What follows belongs to an exercise in optimizing a design on an open flow for small area, a short achievable clock period and few clock cycles; a production flow would make more cautious choices.
RTL that was checked went through simulation tests only; none was proved equivalent to the original.
Power is estimated from default activity; no workload was simulated.

Design binary_to_bcd, start of the top module:
module binary_to_bcd( input clk_in,
                      input [5:0] game_state,
                      input start,
                      input [23:0] binary_in,
                      output logic [31:0] bcd_out,
                      output logic busy
    );
    localparam int K  = 2;           
    localparam int NT = 24 / K;        
    localparam int TW = 4;
    logic [31:0]   R;
    logic [TW-1:0] t;                  
    wire rst = (game_state == 6'd1);
    logic [31:0]   ld;
    logic [TW-1:0] t0;
    always_comb begin
        ld = {binary_in[21:0], 8'h00, binary_in[23:22]};
        t0 = TW'(1);
        if (binary_in[23:19] == '0) begin
            ld = {binary_in[15:0], 8'h00, binary_in[23:16]};
            t0 = TW'(4);
        end
        if (binary_in[23:13] == '0) begin
            ld = {binary_in[9:0], 8'h00, binary_in[23:10]};
            t0 = TW'(7);
        end
  ...
Size: about 610 cells after synthesis, ~65 I/O pins, about 3400 sq um of cells after synthesis.
==> module binary_to_bcd, before the edit <==
module binary_to_bcd( input clk_in,
                      input [5:0] game_state,
                      input start,
                      input [23:0] binary_in,
                      output logic [31:0] bcd_out,
                      output logic busy
    );
    localparam int K  = 2;           
    localparam int NT = 24 / K;        
    localparam int TW = 4;
    logic [31:0]   R;
    logic [TW-1:0] t;                  
    wire rst = (game_state == 6'd1);
    logic [31:0]   ld;
    logic [TW-1:0] t0;
    always_comb begin
        ld = {binary_in[21:0], 8'h00, binary_in[23:22]};
        t0 = TW'(1);
        if (binary_in[23:19] == '0) begin
            ld = {binary_in[15:0], 8'h00, binary_in[23:16]};
            t0 = TW'(4);
        end
        if (binary_in[23:13] == '0) begin
            ld = {binary_in[9:0], 8'h00, binary_in[23:10]};
            t0 = TW'(7);
        end
        if (binary_in[23:5] == '0) begin
            ld = {binary_in[1:0], 8'h00, binary_in[23:2]};
            t0 = TW'(11);
        end
    end
    function automatic [4:0] dd(input [3:0] d, input c);
        logic [3:0] a;
        a[3] = d[3] | d[2] & (d[1] | d[0]);
        a[2] = d[2] & !d[1] & !d[0] | d[3] & d[0];
        a[1] = d[1] & !d[2] | d[1] & d[0] | d[3] & !d[0];
        a[0] = !d[0] & (d[3] | d[2] & d[1]) | d[0] & !d[3] & !d[2];
        dd = {a, c};
    endfunction
    logic [31:0] nxt, blk;
    always_comb begin
        logic [32:0] r;
        logic z;
        nxt = R;
        for (int l = 0; l < K; l++) begin
            r[0] = nxt[31];
            for (int j = 0; j < 8; j++)
                if (j < 7 && (j == 0 || int'(t) * K + l >= 4 * j - 4))
                    r[4*j +: 5] = dd(nxt[4*j +: 4], r[4*j]);
                else
                    r[4*j +: 5] = {nxt[4*j +: 4], r[4*j]};
            nxt = r[31:0];
        end
        blk = nxt;
        z = 1'b1;
        for (int j = 7; j >= 1; j--) begin
            z = z & (nxt[4*j +: 4] == 4'd0);
            blk[4*j+3] = nxt[4*j+3] | z;
            blk[4*j+1] = nxt[4*j+1] | z;
        end
    end
    wire last = (t == TW'(NT - 1));
    always_ff @(posedge clk_in) begin
        t <= busy ? t + 1'b1 : t0;
        if (rst) begin
            busy <= 1'b0;
            R    <= '0;
        end else if (busy) begin
            busy <= !last;
            R    <= last ? blk : nxt;
        end else if (start) begin
            busy <= 1'b1;
            R    <= ld;
        end
    end
    assign bcd_out = R;
endmodule
Settings: LEC_CHECK=0, ABC_AREA=1, CAP_MARGIN=20, CORE_MARGIN=2, CORE_UTILIZATION=40, SETUP_SLACK_MARGIN=3.5, SLEW_MARGIN=20; clock period 6.0 ns.
standard.sh (not shown) runs the stock make flow with config.mk's settings and CLKGATE_MAP_FILE= SYNTH_SCRIPT=/design/flow/synth_recipe.tcl, a recipe that flattens the netlist after the stock synthesis.
==> flow/flow/run.sh <==
#!/bin/bash
# Standard ORFS layout, with plain buf_1 cells as the port buffers.
set -euo pipefail
export BUFFER_PORTS_ARGS="-buffer_cell sky130_fd_sc_hd__buf_1"
bash standard.sh > standard_flow.log 2>&1
Testbench counts at the start, summed over its fixed seeds: cycles 25,282.
Rerun with:
--- a/flow/design.v
+++ b/flow/design.v
@@ -15,43 +15,62 @@
     logic [31:0]   ld;
     logic [TW-1:0] t0;
     always_comb begin
         ld = {binary_in[21:0], 8'h00, binary_in[23:22]};
         t0 = TW'(1);
-        if (binary_in[23:19] == '0) begin
-            ld = {binary_in[15:0], 8'h00, binary_in[23:16]};
-            t0 = TW'(4);
+        if (binary_in[23:21] == '0) begin
+            ld = {binary_in[17:0], 8'h00, binary_in[23:18]};
+            t0 = TW'(3);
+        end
+        if (binary_in[23:17] == '0) begin
+            ld = {binary_in[13:0], 8'h00, binary_in[23:14]};
+            t0 = TW'(5);
         end
         if (binary_in[23:13] == '0) begin
             ld = {binary_in[9:0], 8'h00, binary_in[23:10]};
             t0 = TW'(7);
+        end
+        if (binary_in[23:9] == '0) begin
+            ld = {binary_in[5:0], 8'h00, binary_in[23:6]};
+            t0 = TW'(9);
         end
         if (binary_in[23:5] == '0) begin
             ld = {binary_in[1:0], 8'h00, binary_in[23:2]};
             t0 = TW'(11);
         end
     end
-    function automatic [4:0] dd(input [3:0] d, input c);
+    function automatic [4:0] dd(input [3:0] d, input c, input g);
+        logic adj;
         logic [3:0] a;
-        a[3] = d[3] | d[2] & (d[1] | d[0]);
-        a[2] = d[2] & !d[1] & !d[0] | d[3] & d[0];
-        a[1] = d[1] & !d[2] | d[1] & d[0] | d[3] & !d[0];
-        a[0] = !d[0] & (d[3] | d[2] & d[1]) | d[0] & !d[3] & !d[2];
+        adj = g & (d[3] | d[2] & (d[1] | d[0]));
+        a[0] = d[0] ^ adj;
+        a[1] = d[1] ^ (adj & !d[0]);
+        a[2] = d[2] ^ (adj & (d[1] | d[0]));
+        a[3] = d[3] ^ (adj & d[2] & (d[1] | d[0]));
         dd = {a, c};
+    endfunction
+    function automatic int thr(input int j);
+        case (j)
+            0: thr = 0;
+            1: thr = 0;
+            2: thr = 8;
+            3: thr = 8;
+            4: thr = 16;
+            5: thr = 16;
+            6: thr = 20;
+            default: thr = 0;
+        endcase
     endfunction
     logic [31:0] nxt, blk;
     always_comb begin
         logic [32:0] r;
         logic z;
         nxt = R;
         for (int l = 0; l < K; l++) begin
             r[0] = nxt[31];
             for (int j = 0; j < 8; j++)
-                if (j < 7 && (j == 0 || int'(t) * K + l >= 4 * j - 4))
-                    r[4*j +: 5] = dd(nxt[4*j +: 4], r[4*j]);
-                else
-                    r[4*j +: 5] = {nxt[4*j +: 4], r[4*j]};
+                r[4*j +: 5] = dd(nxt[4*j +: 4], r[4*j], j < 7 && int'(t) * K + l >= thr(j));
             nxt = r[31:0];
         end
         blk = nxt;
         z = 1'b1;
         for (int j = 7; j >= 1; j--) begin
=> The new run finished with timing, DRC and antenna clean. Setup slack degrades by 180 ps. Final cell count grows by about 0.5%. Core utilization went up by 12 points. Non-clock buffer count came out higher by 46. Cell area climbs by 24%. Total power grows by 34%. Die area went up by about 0.6%. Via count grows by 3.5%. Global-route usage went up by 2.6 points. Clock skew barely changes.
For the second run of this note, only the layout was checked, not whether the RTL still works.

==> re-timing with driven ports <==
The results above use ideal ports. As a check the final layouts listed here were re-extracted and re-timed, cells and wires unchanged. Step 1 (the two cells are an assumption about what drives the block):
set clk [get_ports {clk_in}]
set_driving_cell -lib_cell sky130_fd_sc_hd__clkbuf_16 $clk
set_driving_cell -lib_cell sky130_fd_sc_hd__buf_2 [delete_from_list [all_inputs] $clk]
Step 2 times the ports against the registers' clock, not the clock port: input delays grow and output delays shrink by t, the midpoint of the rising clock arrivals with the driver on. Three values: ideal ports, drivers, drivers and shift; two values: the first two.
run	t (ns)	setup slack, ns	worst slew at a driven data input, ns
the first run	0.320	3.517 / 3.526 / 3.206	0.04
the second run	0.328	3.333 / 3.333 / 3.073	0.05
After both steps every run listed still meets setup and hold. The setup slack of the first run, which loses most, moves by +0.009 ns with the drivers and by -0.311 ns with both steps.
